Context: an optimization exercise on an open-source flow, tuned for small area, a short achievable clock period and few clock cycles. The choices shown serve that exercise and are no tape-out recipe. RTL that was checked went through simulation tests only; none was proved equivalent to the original. The RTL of runs 1 to 3, 6 and 7 was laid out without a check of its function. No activity file was given, so power comes from the tool's default toggle rates.

===== config.mk =====
export PLATFORM = sky130hd
export DESIGN_NAME = simple_cpu
export DESIGN_NICKNAME = simple_cpu
export VERILOG_FILES = /design/flow/design.v
export SDC_FILE = /design/flow/constraint.sdc
export NUM_CORES = 4
export LEC_CHECK = 0
export CAP_MARGIN = 20
export CORE_MARGIN = 2
export CORE_UTILIZATION = 40
export SETUP_SLACK_MARGIN = 2.5
export SLEW_MARGIN = 20

===== constraint.sdc =====
create_clock -name core_clock -period 5.0 [get_ports {clk}]
set_input_delay 1.0000 -clock core_clock [delete_from_list [all_inputs] [get_ports {clk}]]
set_output_delay 1.0000 -clock core_clock [all_outputs]
set_load 0.01 [all_outputs]

===== design.v =====
module simple_cpu (
    input clk,
    input rst_n,
    input instr_valid,
    input [15:0] instr,
    output instr_ready,
    input [7:0] mem_rdata,
    input mem_ready,
    output reg mem_req,
    output reg mem_we,
    output reg [7:0] mem_addr,
    output [7:0] mem_wdata,
    output reg done,
    output reg [3:0] flags   
);
  reg [7:0] regfile[0:7];
  reg x_alu;   
  reg x_fix;   
  reg [2:0] x_rd;
  reg [2:0] x_rs;
  reg [3:0] x_imm;
  reg c_add, c_sub, c_and, c_or, c_xor, c_shl, c_shr;
  reg [7:0] opa;   
  reg [7:0] opb;   
  integer i;
  wire x_ld = mem_req & ~mem_we;
  wire stall = x_fix | (mem_req & ~mem_ready);
  assign instr_ready = ~stall;
  wire accept = instr_valid & instr_ready;
  assign mem_wdata = opa;
  wire ld_done = x_ld & mem_ready;
  wire [7:0] sum = opa + (opb ^ {8{c_sub}}) + {7'h0, c_sub};
  wire [7:0] shl = opa << opb[2:0];
  wire [7:0] shr = opa >> opb[2:0];
  wire [7:0] alu_res = ({8{c_add}} & sum) | ({8{c_and}} & (opa & opb)) |
                       ({8{c_or}} & (opa | opb)) | ({8{c_xor}} & (opa ^ opb)) |
                       ({8{c_shl}} & shl) | ({8{c_shr}} & shr);
  wire [7:0] wr_val = ({8{x_alu}} & alu_res) | ({8{x_ld}} & mem_rdata);
  wire wr_en = x_alu | ld_done;
  wire [3:0] i_op = instr[15:12];
  wire [2:0] i_rd = instr[11:9];
  wire [2:0] i_rs = instr[7:5];
  wire [3:0] i_imm = instr[3:0];
  wire i_alu = (i_op >= 4'h1) && (i_op <= 4'h8);
  wire i_mem = (i_op == 4'h9) || (i_op == 4'hA);
  wire i_immop = (i_op == 4'h6) || (i_op == 4'h7) || (i_op == 4'h8);
  wire [2:0] ra = stall ? x_rd : i_rd;
  wire [2:0] rb = stall ? x_rs : i_rs;
  wire [3:0] ri = stall ? x_imm : i_imm;
  wire [7:0] rf_b = regfile[rb];
  wire fwd_a = wr_en && (x_rd == i_rd);
  wire fwd_b = wr_en && (x_rd == i_rs);
  always @(posedge clk) begin
    c_add <= (i_op == 4'h1) || (i_op == 4'h2) || (i_op == 4'h6);
    c_sub <= (i_op == 4'h2);
    c_and <= (i_op == 4'h3);
    c_or  <= (i_op == 4'h4);
    c_xor <= (i_op == 4'h5);
    c_shl <= (i_op == 4'h7) && !i_imm[3];
    c_shr <= (i_op == 4'h8) && !i_imm[3];
    opa   <= fwd_a ? wr_val : regfile[ra];
    opb   <= (i_immop && !stall) ? {4'h0, i_imm} : (fwd_b ? wr_val : rf_b);
    mem_addr <= rf_b + {4'h0, ri};
    if (instr_ready) begin
      x_rd  <= i_rd;
      x_rs  <= i_rs;
      x_imm <= i_imm;
      mem_we <= (i_op == 4'hA);
    end
  end
  always @(posedge clk or negedge rst_n) begin
    if (!rst_n) begin
      x_alu <= 1'b0;
      x_fix <= 1'b0;
      mem_req <= 1'b0;
      done <= 1'b0;
      flags <= 4'b0;
      for (i = 0; i < 8; i = i + 1) regfile[i] <= 8'h0;
    end else begin
      x_alu <= accept & i_alu;
      if (x_fix) begin
        x_fix <= 1'b0;
        mem_req <= 1'b1;
      end else if (instr_ready) begin
        x_fix <= accept & i_mem & fwd_b;
        mem_req <= accept & i_mem & ~fwd_b;
      end
      if (accept && i_op == 4'hF) done <= 1'b1;
      if (wr_en) regfile[x_rd] <= wr_val;
      if (x_alu) begin
        flags[3] <= (alu_res == 8'h0);
        flags[2] <= alu_res[7];
      end
    end
  end
endmodule

===== run.sh =====
#!/bin/bash
# synth_recipe.tcl (not shown) runs the flow's synth.tcl, then flattens the netlist and writes it again
# the make line also repeats each setting of config.mk as NAME=value (left out here)
make -C /OpenROAD-flow-scripts/flow DESIGN_CONFIG=/design/flow/config.mk WORK_HOME=/design/flow/orfs CLKGATE_MAP_FILE= SYNTH_SCRIPT=/design/flow/synth_recipe.tcl finish

==> results.txt, run 1 <==
Async SR Flop Fraction 0.6250; nets 924; Mapped Area 6746 sq um; Hold-fix buffers, CTS 0; Final Wtd Congestion 0.9563; ANT cells 0; Final setup viols 0; period utilization 0.6934; startpoint of the worst hold path done; CTS tree built; syn_area_per_cell 8.983 sq um; LEAKAGE 3.785 nW; Final TNS setup 0 ps; Die W 133.9 um; Clk Latency, worst-skew pair 360 ps; VDD IR max around 170 uV; Worst Path Max Fanout 5; Mapped Cells 751; global-route track usage on met1 0.3078; total grt overflow 0; layout cells sized above 1 0.2767; Via Count about 6500; initial core utilization 0.4083; WL/cell between 20 and 25 um; overall routed net length 23.00 mm; maxcap violations 0; commonest non-fill, non-tap cell in the layout nand2_1; vias in the first global route 6000; Layout area overhead 35.55%; register area 2625 sq um; area of the multi-input gates 4258 sq um; drt via density 5.917; EDFF count, synth 1; Global Route Usage Sum 0.2429; CTS max path bufs 2; I/O pins 52; RSZ-0062 raised after global routing yes; busiest layer in global routing met2; pin count of the biggest net entering global routing 42; DR iter-0 viols 605; Max Clock Freq 0.2884 GHz; Hold WC Path Type reg2reg; critical path capture point type register; CTS sink count 112; total CTS buffers 9; Clock Tree Root clkbuf_16; Core Util, Final 0.5534; WHS 503.5 ps; core box area 16520 sq um; Final Skew 15.00 ps; final std cells w/o fill 1091; final hold vios 0; initial antenna violation count 0; Worst Max-Slew Pin Slew 939.4 ps; placed wire-length estimate 15.15 mm; # fillers around 1500; Initial DRT Pass Iterations 5; R2R Path Start mem_req; die span in y 133.9 um; pwr dens 349.8 nW/um^2; Crit path required time 5240 ps; Placed Instances 992; DR DRC count 0; # rows 47; critical path class in2reg; synth warn 2; met3 usage 0.02570; Post-DRT Antenna Nets 0; Critical Path Start Type input pin; first-pass GRT wire length around 33 mm; fin crit period about 3500 ps; register area share after synthesis 0.3858; status complete, no violations; library cells used by synthesis 79; synthesized flop and latch total 112; worst setup path startpoint mem_ready; Worst slew margin 0.3737; Worst-path clk slew 80 ps; CP Data Arrival Time 3710 ps; commonest cells after routing, fill and taps aside nand2_1, dfrtp_1, buf_4; Slew Viols, Final 0; total design power about 3.2 mW; H-tree Lvls 3; Synth Flop Type dfrtp_1; die area 17920 sq um; PortBufs 47; grt met2 use 0.4182
[cell type report]
type / count / area share
Multi-Input combinational cell: 558 / 0.4656
Sequential cell: 112 / 0.2870
Timing Repair Buffer: 148 / 0.1671
Tap cell: 220 / 0.03010
Clock buffer: 10 / 0.02504
Inverter: 37 / 0.01956
Clock inverter: 6 / 0.005610
[state kept, by name, indices dropped and copies added (netlist names), 2 cells and up]
| register | flops |
|---|---|
| opa | 8 |
| x_rd | 3 |
| regfile | 64 |
| x_rs | 3 |
| opb | 8 |
| mem_addr | 8 |
| x_imm | 4 |
| flags | 2 |
[worst max-delay path: stages]
cell and delay (ps):
buf_8 80, nor2b_4 30, or2_4 270, buf_6 140
buf_12 130, a31o_4 260, a221oi_2 230, nor2_1 60
o32a_1 390, ha_1 320, a21o_1 180, a21o_1 200
a21oi_2 170, nor4b_2 80, xor2_1 170
[logic make-up after synthesis]
| kind of cell | after synthesis | share of synthesized area |
|---|---|---|
| compound gates | 223 | 0.2148 |
| xor+xnor | 27 | 0.03505 |
| fa+ha+maj | 30 | 0.05786 |
| buf+inv | 82 | 0.05582 |
| flops | 112 | 0.3858 |
| mux | 49 | 0.09607 |
| other cells | 1 | 0.0005558 |
| simple gates | 227 | 0.1541 |
[metal layers]
metal  up-vias  part of all wire
met1      3172              0.42
met2       290              0.49
met3        64             0.053
li1       2929                 -
met4         0             0.041
met5         -                 0
[through the flow]
stage          setup slack [ps]  area, sq um
6_report                   1533         9145
5_1_grt                    1425         9145
4_1_cts                    1560         8357
3_5_place_dp              269.8         7475
3_3_place_gp              360.2         7475
2_1_floorplan              1387         6812
[path summary, 6_finish.rpt]
| path | end | slack (ps) | depth (start not counted) |
|---|---|---|---|
| min reg2reg | done | 500 | 1 |
| max in group asynchronous | regfile[4][4] | 3250 | 2 |
| min in group asynchronous | regfile[3][1] | 780 | 1 |
| max | mem_addr[7] | 1530 | 15 |
| max reg2reg | mem_addr[7] | 1750 | 14 |
| min | done | 500 | 1 |
[synth_stat cells, types with 3 or more instances]
| master | n | share of area |
|---|---|---|
| a21o_1 | 6 | 0.0067 |
| a21oi_1 | 50 | 0.037 |
| a221o_1 | 4 | 0.0059 |
| a221oi_1 | 7 | 0.0091 |
| a222oi_1 | 7 | 0.010 |
| a22o_1 | 4 | 0.0052 |
| a22oi_1 | 10 | 0.011 |
| a311oi_1 | 3 | 0.0039 |
| a31oi_1 | 5 | 0.0046 |
| a32oi_1 | 3 | 0.0039 |
| and3_1 | 7 | 0.0065 |
| buf_2 | 13 | 0.0096 |
| buf_4 | 4 | 0.0045 |
| buf_6 | 4 | 0.0067 |
| clkbuf_1 | 23 | 0.013 |
| dfrtp_1 | 70 | 0.26 |
| dfxtp_1 | 41 | 0.12 |
| ha_1 | 28 | 0.052 |
| inv_1 | 30 | 0.017 |
| inv_2 | 4 | 0.0022 |
| mux2_2 | 8 | 0.013 |
| mux2i_1 | 27 | 0.040 |
| mux4_2 | 9 | 0.030 |
| nand2_1 | 115 | 0.064 |
| nand2b_1 | 7 | 0.0065 |
| nand3_1 | 16 | 0.012 |
| nand3b_1 | 3 | 0.0033 |
| nor2_1 | 44 | 0.024 |
| nor2b_1 | 3 | 0.0028 |
| nor3_1 | 10 | 0.0074 |
| nor3b_1 | 5 | 0.0056 |
| nor4b_1 | 3 | 0.0039 |
| o21a_1 | 3 | 0.0033 |
| o21ai_0 | 75 | 0.056 |
| o221ai_1 | 4 | 0.0052 |
| o22ai_1 | 8 | 0.0074 |
| o31ai_1 | 7 | 0.0078 |
| o32a_1 | 3 | 0.0045 |
| xnor2_1 | 7 | 0.0091 |
| xor2_1 | 20 | 0.026 |
[repair_timing]
action,in CTS,in global routing
resized for setup,66,91
setup buffers,32,46
gates cloned,0,5
endpoints found under the setup margin,104,87
pin swaps,24,36
[where the power goes]
part	switching [mW]	total, mW	internal, mW	leakage (nW)
sequential	0.226	1.31	1.09	1.27
clock	0.354	0.700	0.346	0.128
combinational	0.587	1.19	0.599	2.39
total	1.17	3.20	2.03	3.78
==> inputs of run 2 (changes only) <==
==> design.v (replaced) <==
module simple_cpu (
    input clk,
    input rst_n,
    input instr_valid,
    input [15:0] instr,
    output instr_ready,
    input [7:0] mem_rdata,
    input mem_ready,
    output reg mem_req,
    output reg mem_we,
    output reg [7:0] mem_addr,
    output [7:0] mem_wdata,
    output reg done,
    output reg [3:0] flags   
);
  reg [7:0] regfile[0:7];
  reg sk_v;
  reg [13:0] sk;   
  reg x_alu;   
  reg x_fix;   
  reg [2:0] x_rd;
  reg [2:0] x_rs;
  reg [3:0] x_imm;
  reg c_add, c_sub, c_and, c_or, c_xor, c_shl, c_shr;
  reg [7:0] opa;   
  reg [7:0] opb;   
  integer i;
  assign instr_ready = ~sk_v;
  wire accept = instr_valid & ~sk_v;
  wire x_ld = mem_req & ~mem_we;
  wire mwait = mem_req & ~mem_ready;
  wire stall = x_fix | mwait;
  assign mem_wdata = opa;
  wire ld_done = x_ld & mem_ready;
  wire [7:0] sum = opa + (opb ^ {8{c_sub}}) + {7'h0, c_sub};
  wire [7:0] shl = opa << opb[2:0];
  wire [7:0] shr = opa >> opb[2:0];
  wire [7:0] alu_res = ({8{c_add}} & sum) | ({8{c_and}} & (opa & opb)) |
                       ({8{c_or}} & (opa | opb)) | ({8{c_xor}} & (opa ^ opb)) |
                       ({8{c_shl}} & shl) | ({8{c_shr}} & shr);
  wire [7:0] wr_val = ({8{x_alu}} & alu_res) | ({8{x_ld}} & mem_rdata);
  wire wr_en = x_alu | ld_done;
  wire s_valid = sk_v | instr_valid;
  wire [13:0] s = sk_v ? sk : {instr[15:9], instr[7:5], instr[3:0]};
  wire [3:0] s_op = s[13:10];
  wire [2:0] s_rd = s[9:7];
  wire [2:0] s_rs = s[6:4];
  wire [3:0] s_imm = s[3:0];
  wire s_alu = (s_op >= 4'h1) && (s_op <= 4'h8);
  wire s_mem = (s_op == 4'h9) || (s_op == 4'hA);
  wire s_immop = (s_op == 4'h6) || (s_op == 4'h7) || (s_op == 4'h8);
  wire take = s_valid & ~stall;
  wire [2:0] ra = stall ? x_rd : s_rd;
  wire [2:0] rb = x_fix ? x_rs : s_rs;
  wire [3:0] ri = x_fix ? x_imm : s_imm;
  wire [7:0] rf_b = regfile[rb];
  wire fwd_a = wr_en && (x_rd == s_rd);
  wire fwd_b = wr_en && (x_rd == s_rs);
  always @(posedge clk) begin
    c_add <= (s_op == 4'h1) || (s_op == 4'h2) || (s_op == 4'h6);
    c_sub <= (s_op == 4'h2);
    c_and <= (s_op == 4'h3);
    c_or  <= (s_op == 4'h4);
    c_xor <= (s_op == 4'h5);
    c_shl <= (s_op == 4'h7) && !s_imm[3];
    c_shr <= (s_op == 4'h8) && !s_imm[3];
    opa   <= fwd_a ? wr_val : regfile[ra];
    opb   <= s_immop ? {4'h0, s_imm} : (fwd_b ? wr_val : rf_b);
    if (!mwait) mem_addr <= rf_b + {4'h0, ri};
    if (!stall) begin
      x_rd  <= s_rd;
      x_rs  <= s_rs;
      x_imm <= s_imm;
      mem_we <= (s_op == 4'hA);
    end
    if (!sk_v) sk <= {instr[15:9], instr[7:5], instr[3:0]};
  end
  always @(posedge clk or negedge rst_n) begin
    if (!rst_n) begin
      sk_v <= 1'b0;
      x_alu <= 1'b0;
      x_fix <= 1'b0;
      mem_req <= 1'b0;
      done <= 1'b0;
      flags <= 4'b0;
      for (i = 0; i < 8; i = i + 1) regfile[i] <= 8'h0;
    end else begin
      sk_v <= (sk_v | instr_valid) & stall;
      x_alu <= take & s_alu;
      if (x_fix) begin
        x_fix <= 1'b0;
        mem_req <= 1'b1;
      end else if (!mwait) begin
        x_fix <= take & s_mem & fwd_b;
        mem_req <= take & s_mem & ~fwd_b;
      end
      if (accept && instr[15:12] == 4'hF) done <= 1'b1;
      if (wr_en) regfile[x_rd] <= wr_val;
      if (x_alu) begin
        flags[3] <= (alu_res == 8'h0);
        flags[2] <= alu_res[7];
      end
    end
  end
endmodule
--- a/config.mk
+++ b/config.mk
@@ -7,2 +7,3 @@
 export LEC_CHECK = 0
+export ABC_AREA = 1
 export CAP_MARGIN = 20
==> results.txt, run 2 <==
Worst-path clk slew 60 ps (-20 ps); Worst path depth 18 (+3); H-tree Lvls 4 (+1); EDFF count, synth 16 (+15); Worst Path Max Fanout 5 (unchanged); final hold vios 0 (unchanged); Mapped Area 7636 sq um (+13%); WL/cell 17.16 um (-19%); pin count of the biggest net entering global routing 72 (+71%); fin crit period 3018 ps (-449.3 ps); Critical Path Start Type input pin; syn_area_per_cell 7.406 sq um (-18%); Clock Tree Root clkbuf_16; Async SR Flop Fraction 0.5591 (-0.06594); CTS max path bufs 2 (unchanged); RSZ-0062 raised after global routing yes; mux contribution to synthesized area 0 (-0.09607); Post-DRT Antenna Nets 0 (unchanged); Final TNS setup 0 ps (unchanged); crit path cell chain buf_6 -> nand2_4 -> nand3_4 -> nand2_8 -> buf_12 -> buf_6 -> nand2_4 -> o22ai_4 -> nor2_4 -> a21boi_2 -> ha_2 -> inv_2 -> fa_2 -> nor2_2 -> a211oi_2 -> nand3b_1 -> o21ai_1 -> nand2_1; VDD IR max 279.9 uV (+63%); Crit path required time 5180 ps (-60 ps); adder-cell share of the synthesized area 0.05112 (-0.006741); die area 20210 sq um (+13%); period utilization 0.6036 (-0.08986); Worst Max-Slew Pin Slew 939.4 ps (+0.04160 ps); status complete, no violations; library cells used by synthesis 52 (-34%); Die W 142.2 um (+6.2%); synth warn 2 (unchanged); maxcap violations 0 (unchanged); largest family of logic cells by synthesized area simple AND/OR/NAND/NOR gates; # fillers 1744 (+19%); Largest delay share family, worst path simple AND/OR/NAND/NOR gates; Mapped Cells 1031 (+37%); xor and xnor area share after synthesis 0.02065 (-0.01441); Worst slew margin 0.3737 (about the same); Placed Instances 1288 (+30%); layout cells sized above 1 0.2103 (-0.06640); Max Clock Freq 0.3314 GHz (+15%); total CTS buffers 17 (+8); commonest cells after routing, fill and taps aside nand2_1, inv_1, o21ai_0; ANT cells 0 (unchanged); synthesized flop and latch total 127 (+13%); placed wire-length estimate 16.77 mm (+11%); Final Wtd Congestion 0.9446 (-1.2%); Final Skew 10.48 ps (-4.517 ps); initial core utilization 0.4082 (about the same); CP Data Arrival Time 3200 ps (-510 ps); CTS tree built; Slew Viols, Final 0 (unchanged); Via Count 7279 (+13%); DR DRC count 0 (unchanged); highest cell delay on the worst timing path 350 ps (-40 ps); largest cells by area after synthesis dfrtp_1, nand2_1, dfxtp_1; Crit-path slowest cell fa_2; max reg flops 64 (unchanged); Worst Path Buf+Inv 4 (+1); PortBufs 47 (unchanged); commonest non-fill, non-tap cell in the layout nand2_1; Post-synth top cells nand2_1, inv_1, o21ai_0, nor2_1, dfrtp_1; core box area 18710 sq um (+13%); I/O pins 52 (unchanged); pwr dens 494.0 nW/um^2 (+41%); critical path capture point type register; LEAKAGE 4.501 nW (+19%); drt via density 5.275 (-11%); Global Route Usage Sum 0.2470 (+0.004055); hold depth 2 (+1); # rows 50 (+6.4%); Hold WC Path Type reg2reg; Synth Flop Type dfrtp_1; Layout area overhead 29.77%; overall routed net length 23.68 mm (+3.0%); total grt overflow 0 (unchanged); r2r worst-path depth 17 (+3); register area share after synthesis 0.4005 (+0.01470); Yosys top cell area share 0.2327 (-0.02697); initial antenna violation count 0 (unchanged); die span in y 142.2 um (+6.2%); vias in the first global route 7054 (+18%); DR iter-0 viols 425 (-30%); nets 1191 (+29%); Clk Latency, worst-skew pair 430 ps (+70 ps); final std cells w/o fill 1380 (+26%); CTS sink count 127 (+13%); complex-gate fraction of the synthesized area 0.1521 (-0.06271); first-pass GRT wire length 38.14 mm (+14%); critical path class in2reg; largest register by flop count regfile; Initial DRT Pass Iterations 6 (+1); Post-Synth Simple-Gate Area 0.2802 (+0.1261); top cell type by total area after synthesis dfrtp_1; most numerous cell in the Yosys netlist nand2_1; Final setup viols 0 (unchanged); biggest regs regfile: 64 flops, sk: 14 flops
## run 2: cell types whose count changed after synthesis, sizes merged, moves of 9 or more
cell	before	now
nand2	115	290
inv	35	141
nor2	44	90
nand3	16	56
mux2i	30	0
o21ai	76	100
o22ai	9	26
edfxtp	1	16
clkbuf	23	9
a22oi	11	0
mux2	10	0
nand4	1	11
mux4	9	0
## run 2: worst paths after layout
| kind | startpoint | to | slack, ps |
|---|---|---|---|
| worst max-delay path | instr[7] | mem_addr[6] | 1980 |
| max in group asynchronous | rst_n | sk_v | 3580 |
| min in group asynchronous | rst_n | regfile[6][7] | 720 |
| worst min register to register | flags[2] | flags[2] | 490 |
| worst min-delay path | flags[2] | flags[2] | 490 |
| worst max register to register | sk_v | mem_addr[6] | 1990 |
## run 2: layer usage
metal	global-route usage	vias up	wire length, um
met5	0	-	0
met4	0.1021	0	671
met3	0.03499	49	1099
met2	0.4063	225	11320
met1	0.3270	3435	10590
li1	-	3570	-
## run 2: layout make-up
cell class                 instances  area (sq um)  area share
inverter                         141         571.8     0.05770
sequential                       127          3084      0.3112
clock inverter                    11         108.9     0.01098
clock buffer                      21         471.7     0.04760
multi-input combinational        734          4375      0.4415
tap                              234         292.8     0.02955
timing repair buffer             112          1005      0.1014
## run 2: kinds of logic (layout without fill, tap and decap cells)
family,after synthesis,count (layout)
simple gates,477,478
compound gates,206,206
buf+inv,172,285
flops,127,127
fa+ha+maj,30,30
xor+xnor,18,18
other cells,1,2
## run 2: per-stage QoR
step | hold WS, ps | utilization | cell area [sq um] | power (mW) | worst slack, ps
finish | 487.9 | 0.5298 | 9910 | 4.895 | 1982
global route | 519.2 | 0.5298 | 9910 | 5.230 | 1828
CTS | 491.8 | 0.5155 | 9642 | 4.794 | 1944
detailed placement | 468.7 | 0.4464 | 8349 | 3.419 | 830.2
global placement | 472.7 | 0.4464 | 8349 | 3.393 | 833.0
floorplan | 457.1 | - | 7732 | 2.820 | 1839
## run 2: tightest hold or removal path, stage by stage, from the launching register on
cell and delay [ps]:
dfrtp_1 340, nand2_1 50, nand2_1 60
## run 2: timing repair
action,in CTS,in global routing
hold buffers,0,0
buffers inserted,47,12
resized for setup,102,45
cloned,1,0
pin swaps,30,26
setup endpoints to repair,102,51
## run 2: where the power goes
part,internal [mW],leakage [nW],switching [mW],total [mW]
Sequential,1.42,1.41,0.283,1.70
Combinational,0.791,2.81,1.19,1.98
Clock,0.730,0.283,0.481,1.21
Total,2.94,4.50,1.95,4.89
==> inputs of run 3 (changes only) <==
--- a/config.mk
+++ b/config.mk
@@ -11,3 +11,3 @@
 export CORE_UTILIZATION = 40
-export SETUP_SLACK_MARGIN = 2.5
+export SETUP_SLACK_MARGIN = 2.8
 export SLEW_MARGIN = 20
==> results.txt, run 3 <==
complex-gate fraction of the synthesized area 0.1521 (unchanged); Slew Viols, Final 0 (unchanged); critical path capture point type register; WHS 479.1 ps (-8.845 ps); Yosys top cell area share 0.2327 (unchanged); DR DRC count 0 (unchanged); DR iter-0 viols 574 (+35%); CP Data Arrival Time 3210 ps (about the same); LEAKAGE 4.948 nW (+9.9%); Post-DRT Antenna Nets 0 (unchanged); final hold vios 0 (unchanged); Final Skew 9.015 ps (-1.469 ps); mux contribution to synthesized area 0 (unchanged); core box area 18710 sq um (unchanged); Async SR Flop Fraction 0.5591 (unchanged); ANT cells 0 (unchanged); layout cells sized above 1 0.2902 (+0.07986); placed wire-length estimate 16.72 mm (-0.27%); adder-cell share of the synthesized area 0.05112 (unchanged); Mapped Cells 1031 (unchanged); critical path class in2reg; commonest non-fill, non-tap cell in the layout nand2_1; R2R Path Start sk_v; Crit path required time 5190 ps (about the same); total design power 5.093 mW (+4.0%); CTS tree built; xor and xnor area share after synthesis 0.02065 (unchanged); Worst-path clk slew 60 ps (about the same); # rows 50 (unchanged); first-pass GRT wire length 38.81 mm (+1.8%); largest family of logic cells by synthesized area simple AND/OR/NAND/NOR gates; CTS max path bufs 2 (unchanged); drt via density 5.269 (-0.10%); pin count of the biggest net entering global routing 72 (unchanged); most numerous cell in the Yosys netlist nand2_1; r2r worst-path depth 17 (unchanged); syn_area_per_cell 7.406 sq um (unchanged); synthesized flop and latch total 127 (unchanged); Global Route Usage Sum 0.2505 (+0.003540); Clock Tree Root clkbuf_16; Hold-fix buffers, CTS 0 (unchanged); Hold WC Path Type reg2reg; EDFF count, synth 16 (unchanged); Setup WS post-layout 1978 ps (-4.200 ps); total grt overflow 0 (unchanged); register area share after synthesis 0.4005 (unchanged); Worst Path Max Fanout 6 (+1); maxcap violations 0 (unchanged); Max Clock Freq 0.3309 GHz (-0.14%); Post-synth top cells nand2_1, inv_1, o21ai_0, nor2_1, dfrtp_1; Worst Hold End done; biggest regs regfile: 64 flops, sk: 14 flops; nets 1234 (+3.6%); WL/cell 17.48 um (+1.9%); Worst Max-Slew Pin Slew 937.0 ps (-2.404 ps); worst setup path startpoint instr[5]; Core Util, Final 0.5694 (+0.03967); top cell type by total area after synthesis dfrtp_1; Post-Synth Simple-Gate Area 0.2802 (unchanged); Die W 142.2 um (unchanged); Final setup viols 0 (unchanged); die area 20210 sq um (unchanged); Final TNS setup 0 ps (unchanged); startpoint of the worst hold path done; CTS sink count 127 (unchanged); H-tree Lvls 4 (unchanged); pwr dens 478.1 nW/um^2 (-3.2%); Via Count 7498 (+3.0%); Worst R2R Setup Slack 1980 ps (about the same); Final Wtd Congestion 0.9217 (-2.4%); I/O pins 52 (unchanged); vias in the first global route 7247 (+2.7%); largest cells by area after synthesis dfrtp_1, nand2_1, dfxtp_1; Worst slew margin 0.3753 (+0.001603); reg-to-reg critical path endpoint mem_addr[6]; worst slack, placed 895.3 ps (+65.11 ps); initial core utilization 0.4082 (unchanged); die span in y 142.2 um (unchanged); Mapped Area 7636 sq um (unchanged); synth warn 2 (unchanged); library cells used by synthesis 52 (unchanged); hold depth 1 (-1); Critical Path Start Type input pin; RSZ-0062 raised after global routing yes; initial antenna violation count 0 (unchanged); Initial DRT Pass Iterations 6 (unchanged); period utilization 0.6044 (+0.0008400); overall routed net length 24.88 mm (+5.1%); commonest cells after routing, fill and taps aside nand2_1, inv_1, buf_4; largest register by flop count regfile; max reg flops 64 (unchanged); fin crit period 3022 ps (+4.200 ps); total CTS buffers 17 (unchanged); Layout area overhead 39.49%; status complete, no violations; Clk Latency, worst-skew pair 430 ps (about the same); VDD IR max 305.5 uV (+9.1%); PortBufs 47 (unchanged); Synth Flop Type dfrtp_1
-- run 3: how the worst max path moves through the flow --
stage / end / slack [ps] / cells after the start
final: mem_addr[6] / 1980 / 17
after global routing: mem_addr[6] / 1860 / 17
after CTS: mem_addr[6] / 2000 / 17
after detailed placement: mem_addr[6] / 900 / 17
after global placement: mem_addr[6] / 910 / 17
after floorplan: mem_addr[6] / 1840 / 16
-- run 3: critical path, stage by stage --
cell,delay [ps]
buf_4,110
nand2_8,50
nand3_4,70
nand2_8,90
nor2_4,220
nand2_4,100
o22ai_2,160
nor2_2,80
a21boi_2,160
ha_2,210
inv_2,40
fa_2,360
nor2_2,130
a211oi_2,40
nand3b_1,180
o21ai_1,140
nand2_1,60
-- run 3: logic make-up after synthesis --
kind of cell / Yosys count
DFF: 127
adders and majority gates: 30
and+or+nand+nor: 477
AOI/OAI and AO/OA: 206
buffers and inverters: 172
other: 1
xor gates and xnor gates: 18
-- run 3: per-stage QoR --
step                instances  instance area [sq um]
global route             1423                  10650
finish                   1423                  10650
floorplan                1032                   7772
global placement         1288                   8383
CTS                      1379                   9871
detailed placement       1288                   8383
-- run 3: cell type report --
class / instances / area [sq um]
fill: 1663 / 8054
multi-input combinational: 735 / 4666
sequential: 127 / 3097
timing repair buffer: 153 / 1425
inverter: 141 / 576.8
clock buffer: 18 / 429.2
tap: 234 / 292.8
clock inverter: 14 / 156.4
timing repair inverter: 1 / 8.758
-- run 3: power breakdown --
group / switching, mW / internal, mW
clock: 0.503 / 0.743
combinational: 1.28 / 0.855
sequential: 0.288 / 1.43
-- run 3: layer usage --
layer  up-vias  part of all wire  GRT usage
met2       277              0.48     0.4129
met3        53             0.056    0.04576
met1      3511              0.43     0.3242
li1       3657                 -          -
met5         -                 0          0
met4         0             0.033     0.1053
-- run 3: repair_timing --
action                     in CTS  in global routing
gates resized for setup       158                127
setup buffers                  57                 41
setup endpoints to repair     115                 89
gates cloned                    2                  3
pin swaps                      52                 29
==> inputs of run 4 (changes only) <==
==> design.v (replaced) <==
module simple_cpu (
    input clk,
    input rst_n,
    input instr_valid,
    input [15:0] instr,
    output instr_ready,
    input [7:0] mem_rdata,
    input mem_ready,
    output reg mem_req,
    output reg mem_we,
    output [7:0] mem_addr,
    output [7:0] mem_wdata,
    output reg done,
    output reg [3:0] flags   
);
  reg [7:0] regfile[0:7];
  reg x_alu;   
  reg x_fix;   
  reg [2:0] x_rd;
  reg [2:0] x_rs;
  reg [3:0] x_imm;
  reg c_add, c_sub, c_and, c_or, c_xor, c_shl, c_shr;
  reg [7:0] opa;   
  reg [7:0] opb;   
  reg a_c4;   
  integer i;
  wire x_ld = mem_req & ~mem_we;
  wire mwait = mem_req & ~mem_ready;
  wire stall = x_fix | mwait;
  assign instr_ready = ~stall;
  wire accept = instr_valid & ~stall;
  assign mem_wdata = opa;
  assign mem_addr = {opb[7:4] + {3'b000, a_c4}, opb[3:0]};
  wire [8:0] sum9 = {opa, 1'b1} + {opb ^ {8{c_sub}}, c_sub};
  wire [7:0] sum = sum9[8:1];
  wire [7:0] shl = opa << opb[2:0];
  wire [7:0] shr = opa >> opb[2:0];
  wire [7:0] alu_res = ({8{c_add}} & sum) | ({8{c_and}} & (opa & opb)) |
                       ({8{c_or}} & (opa | opb)) | ({8{c_xor}} & (opa ^ opb)) |
                       ({8{c_shl}} & shl) | ({8{c_shr}} & shr);
  wire [7:0] wr_val = alu_res | ({8{x_ld}} & mem_rdata);
  wire wr_en = x_alu | (x_ld & mem_ready);
  wire [3:0] i_op = instr[15:12];
  wire [2:0] i_rd = instr[11:9];
  wire [2:0] i_rs = instr[7:5];
  wire [3:0] i_imm = instr[3:0];
  wire i_alu = (i_op >= 4'h1) && (i_op <= 4'h8);
  wire i_mem = (i_op == 4'h9) || (i_op == 4'hA);
  wire i_immop = (i_op == 4'h6) || (i_op == 4'h7) || (i_op == 4'h8);
  wire [2:0] ra = stall ? x_rd : i_rd;
  wire [2:0] rb = stall ? x_rs : i_rs;
  wire [3:0] ri = stall ? x_imm : i_imm;
  wire b_mem = stall | i_mem;
  wire [7:0] ra_oh = 8'b1 << ra;
  wire [7:0] rb_oh = 8'b1 << rb;
  reg [7:0] rf_a, rf_b;
  always @(*) begin
    rf_a = 8'h00;
    rf_b = 8'h00;
    for (i = 0; i < 8; i = i + 1) begin
      rf_a = rf_a | ({8{ra_oh[i]}} & regfile[i]);
      rf_b = rf_b | ({8{rb_oh[i]}} & regfile[i]);
    end
  end
  wire [4:0] lo = {1'b0, rf_b[3:0]} + {1'b0, ri};
  wire fwd_a = wr_en && (x_rd == i_rd);
  wire fwd_b = wr_en && (x_rd == i_rs) && !i_immop && !b_mem;
  wire [7:0] opb_rf = b_mem ? {rf_b[7:4], lo[3:0]} : (i_immop ? {4'h0, i_imm} : rf_b);
  always @(posedge clk) begin
    opa <= fwd_a ? wr_val : rf_a;
    opb <= fwd_b ? wr_val : opb_rf;
    a_c4 <= lo[4];
    if (!stall) begin
      x_rd  <= i_rd;
      x_rs  <= i_rs;
      x_imm <= i_imm;
      mem_we <= (i_op == 4'hA);
    end
  end
  always @(posedge clk or negedge rst_n) begin
    if (!rst_n) begin
      x_alu <= 1'b0;
      x_fix <= 1'b0;
      mem_req <= 1'b0;
      c_add <= 1'b0;
      c_sub <= 1'b0;
      c_and <= 1'b0;
      c_or  <= 1'b0;
      c_xor <= 1'b0;
      c_shl <= 1'b0;
      c_shr <= 1'b0;
      done <= 1'b0;
      flags <= 4'b0;
      for (i = 0; i < 8; i = i + 1) regfile[i] <= 8'h0;
    end else begin
      x_alu <= accept & i_alu;
      c_add <= accept & ((i_op == 4'h1) || (i_op == 4'h2) || (i_op == 4'h6));
      c_sub <= accept & (i_op == 4'h2);
      c_and <= accept & (i_op == 4'h3);
      c_or  <= accept & (i_op == 4'h4);
      c_xor <= accept & (i_op == 4'h5);
      c_shl <= accept & (i_op == 4'h7) & !i_imm[3];
      c_shr <= accept & (i_op == 4'h8) & !i_imm[3];
      if (x_fix) begin
        x_fix <= 1'b0;
        mem_req <= 1'b1;
      end else if (!mwait) begin
        x_fix <= accept & i_mem & wr_en & (x_rd == i_rs);
        mem_req <= accept & i_mem & ~(wr_en & (x_rd == i_rs));
      end
      if (accept && i_op == 4'hF) done <= 1'b1;
      if (wr_en) regfile[x_rd] <= wr_val;
      if (x_alu) begin
        flags[3] <= (alu_res == 8'h0);
        flags[2] <= alu_res[7];
      end
    end
  end
endmodule
--- a/config.mk
+++ b/config.mk
@@ -11,3 +11,3 @@
 export CORE_UTILIZATION = 40
-export SETUP_SLACK_MARGIN = 2.8
+export SETUP_SLACK_MARGIN = 2.0
 export SLEW_MARGIN = 20
==> results.txt, run 4 <==
status complete, no violations; vias in the first global route 6630 (-8.5%); Crit path required time 5300 ps (+110 ps); Post-synth top cells nand2_1, inv_1, nor2_1, nand3_1, dfrtp_1; total CTS buffers 9 (-8); commonest cells after routing, fill and taps aside nand2_1, inv_1, nor2_1; commonest non-fill, non-tap cell in the layout nand2_1; R2R Path Start c_sub; reg-to-reg critical path endpoint opa[3]; VDD IR max 235.0 uV (-23%); Final TNS setup 0 ps (unchanged); Slew Viols, Final 0 (unchanged); PortBufs 47 (unchanged); RSZ-0062 raised after global routing yes; DR DRC count 0 (unchanged); nets 1124 (-8.9%); LEAKAGE 4.000 nW (-19%); Mapped Area 6984 sq um (-8.5%); synthesized flop and latch total 105 (-17%); H-tree Lvls 3 (-1); syn_area_per_cell 6.977 sq um (-5.8%); startpoint of the worst hold path done; Global Route Usage Sum 0.2498 (-0.0007395); total grt overflow 0 (unchanged); Post-DRT Antenna Nets 0 (unchanged); Mapped Cells 1001 (-2.9%); CTS max path bufs 2 (unchanged); placed wire-length estimate 16.11 mm (-3.6%); CTS tree built; Layout area overhead 20.82%; Final Skew 14.51 ps (+5.491 ps); Via Count 6924 (-7.7%); pwr dens 412.2 nW/um^2 (-14%); critical path capture point type register; Worst Max-Slew Pin Slew 740.8 ps (-196.2 ps); largest register by flop count regfile; die area 18530 sq um (-8.3%); Max Clock Freq 0.3425 GHz (+3.5%); Yosys top cell area share 0.2759 (+0.04321); WL/cell 17.22 um (-1.5%); Worst slew margin 0.5045 (+0.1292); crit path cell chain buf_2 -> inv_4 -> nand2_8 -> buf_6 -> buf_4 -> buf_4 -> nand2_4 -> o21ai_1 -> nand3_1 -> o22ai_1 -> nor2_1 -> nand3_1 -> nand2_1 -> inv_1; synth warn 2 (unchanged); Hold WC Path Type reg2reg; Worst Path Max Fanout 13 (+7); Worst-path clk slew 60 ps (about the same); # fillers 1780 (+7.0%); Synth Flop Type dfrtp_1; Clk Latency, worst-skew pair 360 ps (-70 ps); DR iter-0 viols 667 (+16%); Worst path depth 14 (-3); library cells used by synthesis 43 (-17%); Worst Path Buf+Inv 6 (+4); Clock Tree Root clkbuf_16; max reg flops 64 (unchanged); Final Wtd Congestion 0.9018 (-2.2%); Hold-fix buffers, CTS 0 (unchanged); initial core utilization 0.4066 (-0.001613); period utilization 0.5839 (-0.02049); drt via density 5.351 (+1.6%); fin crit period 2920 ps (-102.5 ps); top cell type by total area after synthesis dfrtp_1; initial antenna violation count 0 (unchanged); largest cells by area after synthesis dfrtp_1, nand2_1, dfxtp_1; CP Data Arrival Time 3220 ps (about the same); ANT cells 0 (unchanged); Worst Hold End done; Final setup viols 0 (unchanged); hold depth 1 (unchanged); Worst R2R Setup Slack 2230 ps (+250 ps); EDFF count, synth 1 (-15); die span in y 136.1 um (-4.2%); highest cell delay on the worst timing path 470 ps (+110 ps); Initial DRT Pass Iterations 5 (-1); r2r worst-path depth 10 (-7); Largest delay share family, worst path simple AND/OR/NAND/NOR gates; register area share after synthesis 0.3576 (-0.04288); # rows 48 (-4.0%); biggest regs regfile: 64 flops, opa: 8 flops, opb: 8 flops; overall routed net length 22.29 mm (-10%); first-pass GRT wire length 35.54 mm (-8.4%); Core Util, Final 0.4913 (-0.07817); layout cells sized above 1 0.1207 (-0.1695); critical path class in2reg; Async SR Flop Fraction 0.7333 (+0.1743); maxcap violations 0 (unchanged); I/O pins 52 (unchanged); CTS sink count 105 (-17%); final hold vios 0 (unchanged); Critical Path Start Type input pin; core box area 17180 sq um (-8.2%); most numerous cell in the Yosys netlist nand2_1; Crit-path slowest cell nand3_1; pin count of the biggest net entering global routing 78 (+8.3%); Die W 136.1 um (-4.2%)
run 4: changes by cell type after synthesis, moves of 13 or more:
cell      delta
dfxtp_1     -13
edfxtp_1    -15
nand2_1     -22
nand3_1     +33
nand4_1     +17
nor2_1      +32
o21ai_0     -23
run 4: cell type report:
type	count	area (sq um)	area share
tap	225	281.5	0.03336
clock inverter	5	36.28	0.004300
clock buffer	11	242.7	0.02877
multi-input combinational	731	4096	0.4855
inverter	134	518.0	0.06139
sequential	105	2502	0.2966
timing repair buffer	83	760.7	0.09015
run 4: cells by family (layout without fill, tap and decap cells):
logic type,after synthesis,count (layout),synth area share
AO/OA/AOI/OAI,171,171,0.1399
XOR/XNOR,16,16,0.02007
adder cells (fa/ha/maj),32,32,0.05840
buffers and inverters,168,233,0.1010
flip-flops,105,105,0.3576
other,1,2,0.0005369
AND/OR/NAND/NOR,508,510,0.3225
run 4: worst max path at each step:
stage / slack [ps] / start / to
floorplan: 2000 / mem_ready / opb[1]
finish: 2080 / mem_ready / opa[5]
global route: 1970 / mem_ready / opb[1]
CTS: 2020 / mem_ready / opb[1]
global placement: 920 / mem_ready / opb[1]
detailed placement: 870 / mem_ready / opb[1]
run 4: what timing repair did:
action,in CTS,in global routing
setup endpoints to repair,7,23
gates cloned,2,1
resized for setup,41,42
pin swaps,17,20
setup buffers,22,10
endpoints found under the hold margin,0,0
run 4: through the flow:
stage               instance area, sq um  power (mW)  setup WS (ps)  cells  hold WS (ps)
floorplan                           7029       2.236           2005   1002         446.7
global placement                    7582       2.673          920.5   1243         455.1
detailed placement                  7582       2.690          870.5   1243         460.3
CTS                                 8198       3.423           2020   1283         491.1
global route                        8438       3.747           1972   1294         516.0
finish                              8438       3.478           2080   1294         484.9
run 4: routing by layer:
metal,vias to the layer above,global-route usage,share of wire
li1,3406,-,-
met1,3184,0.3405,0.45
met2,281,0.4037,0.46
met3,53,0.03356,0.062
met4,0,0.09433,0.031
met5,-,0,0
run 4: where the power goes:
part           total, mW  internal [mW]  switching (mW)  leakage [nW]
clock              0.686          0.355           0.331         0.140
combinational       1.42          0.565           0.856          2.67
sequential          1.37           1.11           0.257          1.19
Testbench counts of run 4, summed over its fixed seeds: cycles 4,970.
==> inputs of run 5 (changes only) <==
--- a/config.mk
+++ b/config.mk
@@ -11,3 +11,3 @@
 export CORE_UTILIZATION = 40
-export SETUP_SLACK_MARGIN = 2.0
+export SETUP_SLACK_MARGIN = 2.4
 export SLEW_MARGIN = 20
==> results.txt, run 5 <==
status complete, no violations; R2R Path Start x_fix; CTS sink count 105 (unchanged); largest cells by area after synthesis dfrtp_1, nand2_1, dfxtp_1; met3 usage 0.04288 (+0.009321); H-tree Lvls 3 (unchanged); adder-cell share of the synthesized area 0.05840 (unchanged); critical path capture point type register; pwr dens 404.4 nW/um^2 (-1.9%); ANT cells 0 (unchanged); pin count of the biggest net entering global routing 78 (unchanged); Worst Path Max Fanout 6 (-7); Combinational Power Share 0.412 (+0.004); initial antenna violation count 0 (unchanged); maxcap violations 0 (unchanged); Worst-path clk slew 70 ps (about the same); Via Count 6991 (+0.97%); Worst Max-Slew Pin Slew 779.4 ps (+38.59 ps); final hold vios 0 (unchanged); Mapped Area 6984 sq um (unchanged); reg-to-reg critical path endpoint opb[1]; # fillers 1701 (-4.4%); mux contribution to synthesized area 0 (unchanged); largest family of logic cells by synthesized area simple AND/OR/NAND/NOR gates; library cells used by synthesis 43 (unchanged); Switch Pwr 1.465 mW (+1.5%); synth warn 2 (unchanged); CTS tree built; vias in the first global route 6503 (-1.9%); placed wire-length estimate 15.52 mm (-3.7%); Worst R2R Setup Slack 2360 ps (+130 ps); commonest cells after routing, fill and taps aside nand2_1, inv_1, nor2_1; syn_area_per_cell 6.977 sq um (unchanged); CTS max path bufs 2 (unchanged); largest register by flop count regfile; Final TNS setup 0 ps (unchanged); # rows 48 (unchanged); Max Clock Freq 0.3525 GHz (+2.9%); register area share after synthesis 0.3576 (unchanged); biggest regs regfile: 64 flops, opa: 8 flops, opb: 8 flops; total grt overflow 0 (unchanged); critical path class in2reg; core box area 17180 sq um (unchanged); Placed Instances 1241 (-0.16%); VDD IR max 269.5 uV (+15%); Final setup viols 0 (unchanged); fin crit period 2837 ps (-82.66 ps); Setup crit end opb[1]; I/O pins 52 (unchanged); Hold WC Path Type reg2reg; Clk Latency, worst-skew pair 360 ps (about the same); Final Wtd Congestion 0.9309 (+3.2%); Mapped Cells 1001 (unchanged); max reg flops 64 (unchanged); layout cells sized above 1 0.1597 (+0.03899); Global Route Usage Sum 0.2498 (about the same); Yosys top cell area share 0.2759 (unchanged); complex-gate fraction of the synthesized area 0.1399 (unchanged); xor and xnor area share after synthesis 0.02006 (unchanged); Post-synth top cells nand2_1, inv_1, nor2_1, nand3_1, dfrtp_1; initial core utilization 0.4066 (unchanged); Worst slew margin 0.4787 (-0.02581); nets 1126 (+0.18%); commonest non-fill, non-tap cell in the layout nand2_1; Async SR Flop Fraction 0.7333 (unchanged); Clock Tree Root clkbuf_16; overall routed net length 22.27 mm (about the same); CP Data Arrival Time 3090 ps (-130 ps); Sequential Power Share 0.392 (-0.002); Hold-fix buffers, CTS 0 (unchanged); most numerous cell in the Yosys netlist nand2_1; Slew Viols, Final 0 (unchanged); period utilization 0.5674 (-0.01653); RSZ-0062 raised after global routing yes; Final Skew 8.782 ps (-5.724 ps); grt met2 use 0.4048 (+0.001117); synthesized flop and latch total 105 (unchanged); DR iter-0 viols 665 (-0.30%); share of total power in the clock network 0.196 (about the same); worst setup path startpoint mem_ready; Synth Flop Type dfrtp_1; LEAKAGE 4.077 nW (+1.9%); total CTS buffers 9 (unchanged); EDFF count, synth 1 (unchanged); WL/cell 17.18 um (-0.22%); Crit path required time 5260 ps (-40 ps); hold depth 1 (unchanged); die span in y 136.1 um (unchanged); top cell type by total area after synthesis dfrtp_1; Layout area overhead 23.68%; Post-DRT Antenna Nets 0 (unchanged); Post-Synth Simple-Gate Area 0.3225 (unchanged); die area 18530 sq um (unchanged); Die W 136.1 um (unchanged); DR DRC count 0 (unchanged); Critical Path Start Type input pin; PortBufs 47 (unchanged); final std cells w/o fill 1296 (+0.15%); Initial DRT Pass Iterations 6 (+1); switching share of power 0.4195 (+0.004345); internal power 2.028 mW (-0.32%); global-route track usage on met1 0.3366 (-0.003914); drt via density 5.394 (+0.81%); busiest layer in global routing met2; first-pass GRT wire length 35.38 mm (-0.43%); r2r worst-path depth 16 (+6)
-- run 5: cell counts after synthesis --
Identical to the previous run, type by type.
-- run 5: logic make-up after synthesis --
kind of cell               Yosys count
AOI/OAI and AO/OA                  171
DFF                                105
adders and majority gates           32
and+or+nand+nor                    508
xor gates and xnor gates            16
other                                1
buffers and inverters              168
-- run 5: final cells by class --
cell class / count / area, sq um / share of cell area
Multi-Input combinational cell: 734 / 4283 / 0.4958
Sequential cell: 105 / 2504 / 0.2898
Timing Repair Buffer: 82 / 768.2 / 0.08893
Inverter: 134 / 523.0 / 0.06054
Tap cell: 225 / 281.5 / 0.03259
Clock buffer: 9 / 225.2 / 0.02607
Clock inverter: 7 / 53.80 / 0.006228
-- run 5: through the flow --
stage               utilization  hold WS (ps)  setup WS [ps]  area, sq um  total power, mW
floorplan                     -         446.7           2029         7073            2.241
global placement         0.4431         455.6          887.9         7611            2.668
detailed placement       0.4431         466.3          843.1         7611            2.677
CTS                      0.4908         482.8           2215         8431            3.431
global route             0.5029         508.7           2094         8638            3.769
finish                   0.5029         480.5           2163         8638            3.493
-- run 5: power by group through the flow --
| stage | sequential, mW | combinational [mW] | clock, mW |
|---|---|---|---|
| CTS | 1.36 | 1.38 | 0.695 |
| global route | 1.40 | 1.63 | 0.731 |
| floorplan | 1.28 | 0.962 | 0 |
| finish | 1.37 | 1.44 | 0.685 |
| detailed placement | 1.37 | 1.31 | 0 |
| global placement | 1.37 | 1.30 | 0 |
-- run 5: per-layer routing --
layer  share of wire  up-vias  wire length, um
li1                -     3409                -
met1            0.44     3261             9910
met2            0.46      265            10290
met3           0.060       56             1334
met4           0.033        0              733
met5               0        -                0
-- run 5: worst min path at each step --
stage                  start       end
floorplan           x_imm[3]  x_imm[3]
global placement        done      done
detailed placement      done      done
CTS                     done      done
global route            done      done
finish                  done      done
-- run 5: repair_timing --
item,4_1_cts,5_1_grt
resized for setup,89,42
pin swaps,31,22
cloned,5,0
buffers inserted,29,5
setup endpoints to repair,62,57
-- run 5: worst max-delay path: stages --
cell and delay, ps:
buf_12 90, inv_12 30, nand2_8 100, nand2_8 100, nand2_4 80, o21ai_4 70, buf_12 140, nor3_4 200
nand2_1 80, nand2_1 80, nor2_2 50, nand2_1 80, ha_2 190, fa_2 440, a21oi_2 140, a21oi_2 60
nand3_1 80, nand2_1 50
==> inputs of run 6 (changes only) <==
--- a/design.v
+++ b/design.v
@@ -49,6 +49,6 @@
   wire i_immop = (i_op == 4'h6) || (i_op == 4'h7) || (i_op == 4'h8);
-  wire [2:0] ra = stall ? x_rd : i_rd;
-  wire [2:0] rb = stall ? x_rs : i_rs;
-  wire [3:0] ri = stall ? x_imm : i_imm;
-  wire b_mem = stall | i_mem;
+  wire [2:0] ra = x_fix ? x_rd : i_rd;
+  wire [2:0] rb = x_fix ? x_rs : i_rs;
+  wire [3:0] ri = x_fix ? x_imm : i_imm;
+  wire b_mem = x_fix | i_mem;
   wire [7:0] ra_oh = 8'b1 << ra;
@@ -65,3 +65,3 @@
   wire [4:0] lo = {1'b0, rf_b[3:0]} + {1'b0, ri};
-  wire fwd_a = wr_en && (x_rd == i_rd);
+  wire fwd_a = wr_en && (x_rd == i_rd) && !x_fix;
   wire fwd_b = wr_en && (x_rd == i_rs) && !i_immop && !b_mem;
@@ -69,5 +69,5 @@
   always @(posedge clk) begin
-    opa <= fwd_a ? wr_val : rf_a;
-    opb <= fwd_b ? wr_val : opb_rf;
-    a_c4 <= lo[4];
+    opa <= ({8{mwait}} & opa) | ({8{~mwait & fwd_a}} & wr_val) | ({8{~mwait & ~fwd_a}} & rf_a);
+    opb <= ({8{mwait}} & opb) | ({8{~mwait & fwd_b}} & wr_val) | ({8{~mwait & ~fwd_b}} & opb_rf);
+    a_c4 <= (mwait & a_c4) | (~mwait & lo[4]);
     if (!stall) begin
--- a/config.mk
+++ b/config.mk
@@ -11,3 +11,3 @@
 export CORE_UTILIZATION = 40
-export SETUP_SLACK_MARGIN = 2.4
+export SETUP_SLACK_MARGIN = 2.3
 export SLEW_MARGIN = 20
==> results.txt, run 6 <==
RSZ-0062 raised after global routing yes; CP Data Arrival Time 3110 ps (+20 ps); Worst Path Max Fanout 4 (-2); Post-DRT Antenna Nets 0 (unchanged); Max Clock Freq 0.3493 GHz (-0.92%); CTS sink count 105 (unchanged); total CTS buffers 9 (unchanged); commonest cells after routing, fill and taps aside nand2_1, inv_1, nor2_1; PortBufs 47 (unchanged); Core Util, Final 0.5022 (-0.0006870); Initial DRT Pass Iterations 5 (-1); Final setup viols 0 (unchanged); syn_area_per_cell 6.993 sq um (+0.23%); # fillers 1722 (+1.2%); library cells used by synthesis 49 (+14%); largest cells by area after synthesis dfrtp_1, nand2_1, nand3_1; Layout area overhead 22.03%; most numerous cell in the Yosys netlist nand2_1; Crit-path slowest cell fa_2; period utilization 0.5726 (+0.005242); Mapped Cells 1025 (+2.4%); placed wire-length estimate 15.76 mm (+1.6%); pwr dens 367.7 nW/um^2 (-9.1%); die span in y 137.9 um (+1.3%); Slew Viols, Final 0 (unchanged); initial core utilization 0.4116 (+0.004952); Largest delay share family, worst path simple AND/OR/NAND/NOR gates; die area 19010 sq um (+2.6%); VDD IR max 212.8 uV (-21%); I/O pins 52 (unchanged); Synth Flop Type dfrtp_1; synth warn 2 (unchanged); register area share after synthesis 0.3638 (+0.006185); status complete, no violations; core box area 17420 sq um (+1.4%); largest register by flop count regfile; fin crit period 2863 ps (+26.21 ps); area of the multi-input gates 4094 sq um (-4.4%); biggest regs regfile: 64 flops, opa: 8 flops, opb: 8 flops; # rows 48 (unchanged); Hold-fix buffers, CTS 0 (unchanged); final hold vios 0 (unchanged); Mapped Area 7168 sq um (+2.6%); pin count of the biggest net entering global routing 78 (unchanged); WL/cell 17.09 um (-0.56%); Setup WS post-layout 2137 ps (-26.21 ps); initial antenna violation count 0 (unchanged); Via Count 7165 (+2.5%); Worst Max-Slew Pin Slew 842.0 ps (+62.58 ps); Post-synth top cells nand2_1, inv_1, nor2_1, nand3_1, o21ai_0; DR iter-0 viols 512 (-23%); CTS max path bufs 2 (unchanged); critical path class in2reg; overall routed net length 22.90 mm (+2.8%); layout cells sized above 1 0.1435 (-0.01617); Clk Latency, worst-skew pair 360 ps (about the same); EDFF count, synth 12 (+11); worst slack, placed 910.4 ps (+67.33 ps); total grt overflow 0 (unchanged); vias in the first global route 6675 (+2.6%); top cell type by total area after synthesis dfrtp_1; Worst-path clk slew 80 ps (about the same); Worst slew margin 0.4381 (-0.04064); ANT cells 0 (unchanged); H-tree Lvls 3 (unchanged); DR DRC count 0 (unchanged); Async SR Flop Fraction 0.7333 (unchanged); drt via density 5.347 (-0.88%); commonest non-fill, non-tap cell in the layout nand2_1; Final Skew 13.42 ps (+4.633 ps); highest cell delay on the worst timing path 360 ps (-80 ps); Critical Path Start Type input pin; LEAKAGE 4.125 nW (+1.2%); Global Route Usage Sum 0.2495 (-0.0003081); first-pass GRT wire length 35.71 mm (+0.92%); Clock Tree Root clkbuf_16; Yosys top cell area share 0.2688 (-0.007079); Final Wtd Congestion 0.8938 (-4.0%); critical path capture point type register; Worst Path Buf+Inv 4 (+1); crit path cell chain buf_12 -> inv_12 -> o21ai_4 -> buf_6 -> buf_6 -> nor3_4 -> nand2_1 -> o21ai_1 -> nor2_1 -> nand2_1 -> ha_2 -> fa_2 -> or2_4 -> a21oi_2 -> nor2_1 -> nand2_1 -> nand2_1; CTS tree built; Hold WC Path Type reg2reg; synthesized flop and latch total 105 (unchanged); nets 1170 (+3.9%); Crit path top cell by count nand2_1; register area 2616 sq um (+4.5%); Final TNS setup 0 ps (unchanged); Die W 137.9 um (+1.3%); Crit path required time 5250 ps (about the same); maxcap violations 0 (unchanged); max reg flops 64 (unchanged)
[run 6: cell count changes in the layout (fill, tap and decap cells not counted), sizes merged, moves of 7 or more]
cell | before | now
a21oi | 42 | 13
a31oi | 17 | 5
buf | 38 | 60
dfxtp | 27 | 16
edfxtp | 1 | 12
inv | 136 | 123
nand2 | 261 | 339
nand3 | 89 | 96
nand4 | 28 | 6
nor2 | 119 | 106
o21ai | 79 | 103
[run 6: cell families (layout without fill, tap and decap cells)]
| kind of cell | count (synthesis) | in the layout | synth area share |
|---|---|---|---|
| AOI/OAI and AO/OA | 156 | 156 | 0.1255 |
| DFF | 105 | 105 | 0.3638 |
| buffers and inverters | 155 | 243 | 0.09321 |
| other | 1 | 2 | 0.0005231 |
| adders and majority gates | 32 | 32 | 0.05690 |
| and+or+nand+nor | 564 | 565 | 0.3454 |
| xor gates and xnor gates | 12 | 12 | 0.01466 |
[run 6: worst paths after layout]
path	end	slack (ps)	start	cells past startpoint
worst max-delay path	opb[2]	2140	instr[5]	17
worst min-delay path	done	480	done	1
worst max register to register	opb[2]	2210	x_fix	15
worst min register to register	done	480	done	1
max in group asynchronous	x_fix	3720	rst_n	1
min in group asynchronous	regfile[3][0]	650	rst_n	1
[run 6: stage by stage]
step	instance area (sq um)	hold slack, ps	power [mW]	std cells
4_1_cts	8494	487.3	3.171	1323
3_5_place_dp	7820	458.8	2.398	1272
2_1_floorplan	7238	458.3	2.012	1026
5_1_grt	8747	511.7	3.455	1340
6_report	8747	481.5	3.217	1340
3_3_place_gp	7820	454.8	2.379	1272
[run 6: final cells by class]
type / instances / share of cell area
clock buffers: 10 / 0.02618
clock inverters: 6 / 0.008869
inverters: 125 / 0.05722
multi-input cells: 767 / 0.4680
flip-flops and latches: 105 / 0.2991
well taps: 225 / 0.03218
repair buffers: 102 / 0.1084
[run 6: report_power, final]
| group | switching, mW | internal [mW] |
|---|---|---|
| Sequential | 0.204 | 1.09 |
| Combinational | 0.710 | 0.466 |
| Clock | 0.351 | 0.396 |
| Total | 1.26 | 1.95 |
[run 6: repair_timing]
item,CTS,global route
pin swaps,27,24
endpoints found under the setup margin,35,55
gates resized for setup,62,30
setup buffers,34,17
cloned,1,0
[run 6: metal layers]
layer / up-vias / share of wire / GRT usage
met4: 0 / 0.036 / 0.1015
met2: 276 / 0.46 / 0.4073
met1: 3350 / 0.44 / 0.3352
met5: - / 0 / 0
met3: 65 / 0.060 / 0.03180
li1: 3474 / - / -
==> inputs of run 7 (changes only) <==
--- a/config.mk
+++ b/config.mk
@@ -11,3 +11,3 @@
 export CORE_UTILIZATION = 40
-export SETUP_SLACK_MARGIN = 2.3
+export SETUP_SLACK_MARGIN = 2.45
 export SLEW_MARGIN = 20
==> results.txt, run 7 <==
status complete, no violations; Worst Max-Slew Pin Slew 842.7 ps (+0.7792 ps); Final setup viols 0 (unchanged); area post-placement 7820 sq um (unchanged); Post-DRT Antenna Nets 0 (unchanged); layout cells sized above 1 0.1677 (+0.02422); initial antenna violation count 0 (unchanged); CP Data Arrival Time 3050 ps (-60 ps); die area 19010 sq um (unchanged); maxcap violations 0 (unchanged); total grt overflow 0 (unchanged); # rows 48 (unchanged); CTS max path bufs 2 (unchanged); CTS tree built; Clock Tree Root clkbuf_16; Clk Latency, worst-skew pair 360 ps (about the same); Crit path top cell by count nand2_1; Post-synth top cells nand2_1, inv_1, nor2_1, nand3_1, o21ai_0; nets 1170 (unchanged); Hold WC Path Type reg2reg; overall routed net length 22.92 mm (about the same); EDFF count, synth 12 (unchanged); Worst-path clk slew 80 ps (about the same); critical path capture point type register; biggest regs regfile: 64 flops, opa: 8 flops, opb: 8 flops; RSZ-0062 raised after global routing yes; VDD IR max 212.7 uV (about the same); die span in y 137.9 um (unchanged); Setup WS post-layout 2197 ps (+60.53 ps); pwr dens 364.7 nW/um^2 (-0.82%); core box area 17420 sq um (unchanged); largest register by flop count regfile; Crit path required time 5250 ps (about the same); CTS sink count 105 (unchanged); Yosys top cell area share 0.2688 (unchanged); Max Clock Freq 0.3568 GHz (+2.2%); I/O pins 52 (unchanged); critical path class in2reg; register area share after synthesis 0.3638 (unchanged); max reg flops 64 (unchanged); Critical Path Start Type input pin; fin crit period 2803 ps (-60.53 ps); Die W 137.9 um (unchanged); Final Instance Area 8852 sq um (+1.2%); Final Wtd Congestion 0.8938 (unchanged); highest cell delay on the worst timing path 360 ps (about the same); DR iter-0 viols 585 (+14%); initial core utilization 0.4116 (unchanged); DR DRC count 0 (unchanged); Async SR Flop Fraction 0.7333 (unchanged); H-tree Lvls 3 (unchanged); final std cells w/o fill 1340 (unchanged); pin count of the biggest net entering global routing 78 (unchanged); synthesized flop and latch total 105 (unchanged); worst slack, placed 910.4 ps (unchanged); WL/cell 17.10 um (about the same); Via Count 7142 (-0.32%); most numerous cell in the Yosys netlist nand2_1; commonest non-fill, non-tap cell in the layout nand2_1; library cells used by synthesis 49 (unchanged); vias in the first global route 6799 (+1.9%); period utilization 0.5605 (-0.01211); Worst Path Max Fanout 3 (-1); Mapped Area 7168 sq um (unchanged); Initial DRT Pass Iterations 5 (unchanged); final hold vios 0 (unchanged); Placed Instances 1272 (unchanged); Final TNS setup 0 ps (unchanged); PortBufs 47 (unchanged); syn_area_per_cell 6.993 sq um (unchanged); synth warn 2 (unchanged); Synth Flop Type dfrtp_1; LEAKAGE 4.177 nW (+1.3%); Global Route Usage Sum 0.2529 (+0.003425); Crit-path slowest cell fa_2; Mapped Cells 1025 (unchanged); Layout area overhead 23.49%; drt via density 5.330 (-0.32%); Slew Viols, Final 0 (unchanged); placed wire-length estimate 15.76 mm (unchanged); commonest cells after routing, fill and taps aside nand2_1, inv_1, nand3_1; largest cells by area after synthesis dfrtp_1, nand2_1, nand3_1; ANT cells 0 (unchanged); Final Skew 12.89 ps (-0.5215 ps); Worst slew margin 0.4376 (-0.0005200); crit path cell chain buf_12 -> inv_12 -> o21ai_4 -> buf_12 -> buf_6 -> nor3_4 -> nand2_1 -> o21ai_1 -> nor2_2 -> nand2_2 -> ha_4 -> fa_2 -> or2_4 -> a21oi_2 -> nor2_1 -> nand2_1 -> nand2_1; first-pass GRT wire length 36.18 mm (+1.3%); total CTS buffers 9 (unchanged); top cell type by total area after synthesis dfrtp_1
[run 7: changes by cell type in the layout (fill, tap and decap cells not counted), moves of 4 or more]
| cell | before | now |
|---|---|---|
| nand2_2 | 6 | 11 |
| clkdlybuf4s50_1 | 38 | 33 |
| nor2_1 | 85 | 81 |
| dlymetal6s2s_1 | 0 | 4 |
| nand2_1 | 331 | 326 |
| dfxtp_1 | 13 | 9 |
| o21ai_2 | 2 | 6 |
[run 7: through the flow]
stage               hold WS (ps)    util  total power, mW
finish                     481.4  0.5083            3.229
global route               511.7  0.5083            3.463
CTS                        487.3  0.4919            3.174
detailed placement         458.8  0.4490            2.398
global placement           454.8  0.4490            2.379
floorplan                  458.3       -            2.012
[run 7: critical path: cells and delay by family]
family,cells,cell delay [ps]
simple gates,8,750
compound gates,3,410
buf+inv,4,370
fa+ha+maj,2,540
[run 7: power by group]
part | switching [mW] | total (mW) | internal [mW]
Sequential | 0.207 | 1.30 | 1.09
Combinational | 0.717 | 1.18 | 0.461
Clock | 0.354 | 0.751 | 0.396
[run 7: path summary, 6_finish.rpt]
kind,from,end,slack (ps),cells past startpoint
worst max-delay path,instr[5],opb[2],2200,17
worst min-delay path,done,done,480,1
worst max register to register,x_fix,opb[2],2280,15
worst min register to register,done,done,480,1
max in group asynchronous,rst_n,x_fix,3750,1
min in group asynchronous,rst_n,regfile[3][0],660,1
[run 7: repair_timing]
item,in CTS,in global routing
setup endpoints to repair,79,49
setup buffers,38,13
cloned,1,0
hold buffers,0,0
gates resized for setup,84,56
pin swaps,28,33
[run 7: routing by layer]
layer,GRT usage,up-vias,wire length (um)
met3,0.03216,69,1108
met5,0,-,0
met1,0.3379,3367,10180
met2,0.4153,223,10730
met4,0.1026,0,901
li1,-,3483,-
[run 7: kinds of logic (layout without fill, tap and decap cells)]
| family | after synthesis | count (layout) | share of synthesized area |
|---|---|---|---|
| compound gates | 156 | 156 | 0.1255 |
| xor+xnor | 12 | 12 | 0.01466 |
| fa+ha+maj | 32 | 32 | 0.05690 |
| buf+inv | 155 | 243 | 0.09321 |
| flops | 105 | 105 | 0.3638 |
| other cells | 1 | 2 | 0.0005231 |
| simple gates | 564 | 565 | 0.3454 |
[run 7: layout make-up]
type	instances	area (sq um)
multi-input cells	767	4184
flip-flops and latches	105	2624
clock inverters	6	77.57
fillers	1705	8564
repair buffers	102	953.4
clock buffers	10	229.0
inverters	125	503.0
well taps	225	281.5

==> separate check: timing with driven ports <==
No port has a modelled driver above. Below, the same layouts with a new extraction and two added sets of constraints.
Step 1, drivers: a clkbuf_16 drives clk and a buf_2 each remaining input, both assumed.
Step 2, shift: input delay + t, output delay - t, t = (earliest + latest rising clock arrival at the registers) / 2. This alone moves slack from input paths to output paths.
Three values: ideal, step 1, step 2; two values: the first two.
| run | t (ns) | slack for setup (ns) | worst hold slack (ns) | worst setup path after step 2 |
|---|---|---|---|---|
| run 1 | 0.394 | 1.533 / 1.519 / 1.125 | 0.503 / 0.503 / 0.503 | input to register |
| run 2 | 0.472 | 1.982 / 1.989 / 1.526 | 0.488 / 0.488 / 0.488 | input to register |
| run 3 | 0.471 | 1.978 / 1.980 / 1.527 | 0.479 / 0.479 / 0.479 | input to register |
| run 4 | 0.395 | 2.080 / 2.100 / 1.706 | 0.485 / 0.485 / 0.485 | input to register |
| run 5 | 0.402 | 2.163 / 2.146 / 1.744 | 0.481 / 0.481 / 0.481 | input to register |
| run 6 | 0.402 | 2.137 / 2.121 / 1.719 | 0.482 / 0.482 / 0.482 | input to register |
| run 7 | 0.400 | 2.197 / 2.181 / 1.780 | 0.481 / 0.481 / 0.481 | input to register |
After both steps every run listed still meets setup and hold. For run 2, which loses most, drivers alone change the setup slack by +0.007 ns; drivers and shift together by -0.456 ns.
